From an optimization exercise on the open Yosys and OpenROAD flow, aimed at small area and a short achievable clock period; shortcuts taken in it are not production practice. At most, simulation tests tie the RTL to the original design; equivalence was not proved. Power is estimated from default activity; no workload was simulated.

==> module fpu, before the edit <==
module fpu #(
    parameter WIDTH = 24
)(
    input   logic clk,
    input   wire logic [WIDTH - 1:0] a,
    input   wire logic [WIDTH - 1:0] b,
    input   wire logic [3:0]         opcode,
    output  logic [WIDTH - 1:0] result
);
    wire       abig  = a[22:0] > b[22:0];
    wire       egt   = a[22:15] > b[22:15];
    wire [3:0] dab   = a[18:15] - b[18:15];
    logic [23:0] a1, b1;
    logic [3:0]  op1;
    logic        abig1, abig1m;    
    logic        eff1;              
    logic [3:0]  sh1;      
    logic        ha1, hb1;  
    always_ff @(posedge clk) begin
        a1    <= a;
        b1    <= b;
        op1   <= opcode;
        abig1 <= abig;
        abig1m <= abig;
        eff1  <= a[23] ^ b[23] ^ opcode[2];
        sh1   <= egt ? dab : 4'd0 - dab;    
        ha1   <= a[22:15] != 8'd0;
        hb1   <= b[22:15] != 8'd0;
    end
    wire is_as   = (op1 == 4'b0000) || (op1 == 4'b0100);
    wire is_max  = (op1 == 4'b0001);
    wire is_min  = (op1 == 4'b0010);
    wire is_fl   = (op1 == 4'b1000);
    wire is_ce   = (op1 == 4'b1001);
    wire is_mul  = (op1 == 4'b0011);
    wire is_abs  = (op1 == 4'b0101);
    wire is_neg  = (op1 == 4'b0110);
    wire        sa = a1[23];
    wire [7:0]  ea = a1[22:15];
    wire [14:0] fa = a1[14:0];
    wire        sb = b1[23];
    wire [7:0]  eb = b1[22:15];
    wire [14:0] fb = b1[14:0];
    wire [15:0] ma     = {ha1, fa};
    wire [15:0] mb     = {hb1, fb};
    wire        sbx    = sb ^ op1[2];
    wire        effsub = eff1;
    wire [15:0] max_   = ma ^ {16{effsub}};
    wire [15:0] mbx    = mb ^ {16{effsub}};
    wire [15:0] maxm   = abig1 ? ma : mb;
    wire [15:0] minx   = abig1 ? mbx : max_;
    wire [7:0]  maxe   = abig1m ? ea : eb;
    wire [31:0] shx    = {{16{effsub}}, minx} >> sh1;
    wire        ssign  = abig1m ? sa : sbx;
    wire [16:0] sum;
    fp_add16 u_add (.x(maxm), .y(shx[15:0]), .ci(effsub), .s(sum[15:0]), .co(sum[16]));
    wire        a_gt = (sa == sb) ? (abig1m ^ sa) : sb;
    wire [23:0] mm   = (a_gt ^ is_min) ? a1 : b1;
    wire [22:0] th;
    genvar k;
    generate for (k = 0; k < 23; k = k + 1) begin : g_th
        assign th[k] = ea >= 8'(128 + k);
    end endgenerate
    wire [14:0] fmask;     
    wire [14:0] cm;        
    wire [14:0] hm;        
    generate for (k = 0; k < 15; k = k + 1) begin : g_masks
        assign fmask[k] = th[14 - k];
        assign cm[k]    = th[8 + k];
        assign hm[k]    = th[22 - k];
    end endgenerate
    wire [14:0] rf   = fa & fmask;
    wire        fhf  = |(fa & ~fmask);
    wire        frz  = ~|rf;
    wire        lt1  = ~th[0] & (ea != 8'd127);
    wire        fup  = sa & fhf;
    wire [7:0]  fl_ei = ea[7] ? {ea[7:4], ea[3:0] + 4'd1} : 8'd128;
    wire [23:0] fl_r = {sa, lt1 ? 8'd0 : (fup & frz) ? fl_ei : ea,
                        rf[14:1], rf[0] | (fup & ~frz)};
    wire        chf  = ~th[22] & |(fa & cm);
    wire [14:0] cx   = fa | ~hm;
    wire [15:0] cpa;                       
    assign cpa[0] = 1'b1;
    generate for (k = 0; k < 15; k = k + 1) begin : g_cpa
        assign cpa[k + 1] = cpa[k] & cx[k];
    end endgenerate
    wire [23:0] ce_r = ~chf ? a1 :
                       sa   ? {1'b1, ea, fa & ~cm} :
                              {1'b0, ea[7:5], ea[4:0] + {4'd0, cpa[15]}, fa ^ (hm & cpa[14:0])};
    wire [23:0] pass_r =
        (is_max | is_min) ? mm :
        is_fl  ? fl_r :
        is_ce  ? ce_r :
        is_abs ? {1'b0, a1[22:0]} :
        is_neg ? {~sa, a1[22:0]} :
        (sa ? 24'hbf8000 : 24'h3f8000);
    wire [31:0] r0, r1;
    fp_mul_tree u_tree (.fa(fa), .fb(fb), .r0(r0), .r1(r1));
    wire        lo_co;     
    fp_cy10 u_lo (.x(r0[9:0]), .y(r1[9:0]), .co(lo_co));
    wire [8:0]  sum9  = {1'b0, ea} + {1'b0, eb};
    wire [8:0]  e9    = sum9 - 9'd127;
    wire        mzero = ~ha1 || ~hb1 || (sum9 < 9'd128);
    wire        movf  = sum9 >= 9'd382;
    wire        meq   = sum9 == 9'd381;
    wire        msign = sa ^ sb;
    wire        is_pass = ~is_mul & ~is_as;
    wire [56:0] d2_mul  = {meq, movf, mzero, msign, e9[7:0], lo_co, r1[31:10], r0[31:10]};
    wire [56:0] d2_as   = {31'd0, ssign, maxe, sum};
    wire [56:0] d2_pass = {33'd0, pass_r & {24{is_pass}}};
    wire [56:0] d2_in;
    generate for (k = 0; k < 24; k = k + 1) begin : g_d2
        fp_sel u_sel (.sa(is_as), .a(d2_as[k]), .sb(is_mul), .b(d2_mul[k]), .c(d2_pass[k]), .y(d2_in[k]));
    end endgenerate
    assign d2_in[25:24] = is_mul ? d2_mul[25:24] : d2_as[25:24];
    assign d2_in[56:26] = d2_mul[56:26];
    logic        k_mul, k_as, k_sub;
    logic [56:0] d2;
    always_ff @(posedge clk) begin
        k_mul <= is_mul;
        k_as  <= is_as;
        k_sub <= effsub;
        d2    <= d2_in;
    end
    wire [16:0] m  = d2[16:0];
    wire [7:0]  me = d2[24:17];
    wire        ms = d2[25];
    logic [3:0] lz;
    always_comb begin
        lz = 4'd15;
        for (int i = 0; i < 16; i++)
            if (m[i]) lz = 4'(15 - i);
    end
    wire [15:0] nsh   = m[15:0] << lz;
    wire [23:0] add_r = m[16] ? {ms, me + 8'd1, m[15:1]} : {ms, me, m[14:0]};
    wire [23:0] sub_r = (m[15:0] == 16'd0) ? {ms, 23'd0} : {ms, me - {4'd0, lz}, nsh[14:0]};
    wire [21:0] ps;                        
    wire        ps_co;
    fp_add22 u_cpa (.x(d2[21:0]), .y(d2[43:22]), .ci(d2[44]),
                    .s(ps), .co(ps_co));
    wire [16:0] p     = ps[21:5];          
    wire [7:0]  pe0   = d2[52:45];
    wire [7:0]  pe1   = d2[52:45] + 8'd1;
    wire [7:0]  pe    = p[16] ? pe1 : pe0;
    wire [14:0] pm    = p[16] ? p[15:1] : p[14:0];
    wire        povf  = d2[55] | (d2[56] & p[16]);
    wire [23:0] mul_r = d2[54] ? 24'd0 : povf ? 24'h7f8000 : {d2[53], pe, pm};
    wire [23:0] as_r = k_sub ? sub_r : add_r;
    wire [23:0] pass3 = d2[23:0] & {24{~k_mul & ~k_as}};
    wire [23:0] res_in;
    generate for (k = 0; k < 24; k = k + 1) begin : g_res
        fp_sel u_sel (.sa(k_as), .a(as_r[k]), .sb(k_mul), .b(mul_r[k]), .c(pass3[k]), .y(res_in[k]));
    end endgenerate
    always_ff @(posedge clk) begin
        result <= res_in;
    end
endmodule
Settings: LEC_CHECK=0, CAP_MARGIN=20, CORE_MARGIN=2, CORE_UTILIZATION=40, SETUP_SLACK_MARGIN=5, SLEW_MARGIN=20, SYNTH_HIERARCHICAL=1, SYNTH_MINIMUM_KEEP_SIZE=0; clock period 8.5 ns.
standard.sh (not shown) runs the stock make flow with config.mk's settings and CLKGATE_MAP_FILE= SYNTH_SCRIPT=/design/flow/synth_recipe.tcl, a recipe that flattens the netlist after the stock synthesis.
==> flow/flow/run.sh <==
#!/bin/bash
# The standard layout, except that the input and output ports are
# buffered with sky130_fd_sc_hd__buf_2 cells (buffer_ports -buffer_cell)
# instead of the default delay-cell buffers. ORFS's own logs are kept
# under orfs/logs; make's output goes to standard.log.
set -euo pipefail
export BUFFER_PORTS_ARGS="-buffer_cell sky130_fd_sc_hd__buf_2"
bash standard.sh > standard.log 2>&1
Change:
--- a/flow/design.v
+++ b/flow/design.v
@@ -991,6 +991,7 @@
     wire       abig  = a[22:0] > b[22:0];
     wire       egt   = a[22:15] > b[22:15];
     wire [3:0] dab   = a[18:15] - b[18:15];
+    wire [3:0] dba   = b[18:15] - a[18:15];
     logic [23:0] a1, b1;
     logic [3:0]  op1;
     logic        abig1, abig1m;    
@@ -1004,7 +1005,7 @@
         abig1 <= abig;
         abig1m <= abig;
         eff1  <= a[23] ^ b[23] ^ opcode[2];
-        sh1   <= egt ? dab : 4'd0 - dab;    
+        sh1   <= egt ? dab : dba;    
         ha1   <= a[22:15] != 8'd0;
         hb1   <= b[22:15] != 8'd0;
     end
=> The new run finished clean. Total power came out lower by a little under a tenth. Area after synthesis goes up slightly. Non-clock buffer count drops by 14. Sequential share of layout area goes up by 0.17 points. Die area grows slightly. Setup slack loses 0.077 ns. Sequential power stays flat. Hold slack improves by 0.043 ns. Design area is lower slightly. Via count rises slightly. Synthesized cell count is higher slightly. Clock-buffer cell count is lower by 1. Critical path depth goes up by 4.
For the second run of this note, only the layout was checked, not whether the RTL still works.

-- static timing again, ports no longer ideal --
Ports are ideal in the flow. The routed layouts listed here were re-timed in OpenROAD.
Step 1 assumes that a clkbuf_16 drives the clock port and a buf_2 every other input.
Step 2 times the ports against the registers' clock, not the clock port: input delays grow and output delays shrink by t, the midpoint of the rising clock arrivals with the driver on.
Slacks: ideal ports / drivers / drivers and shift; pairs: ideal ports / drivers.
run	t (ns)	slack for setup (ns)	hold WS [ns]	slew at the worst register clock pin (ns)	worst slew at a driven data input, ns
the first run	0.510	5.015 / 5.015 / 4.847	0.547 / 0.547 / 0.547	0.07 / 0.07	0.04
the second run	0.510	4.938 / 4.938 / 4.690	0.591 / 0.591 / 0.591	0.08 / 0.08	0.04
After both steps setup and hold are still met in every run listed. The setup slack of the second run, which loses most, moves by 0.000 ns with the drivers and by -0.248 ns with both steps.
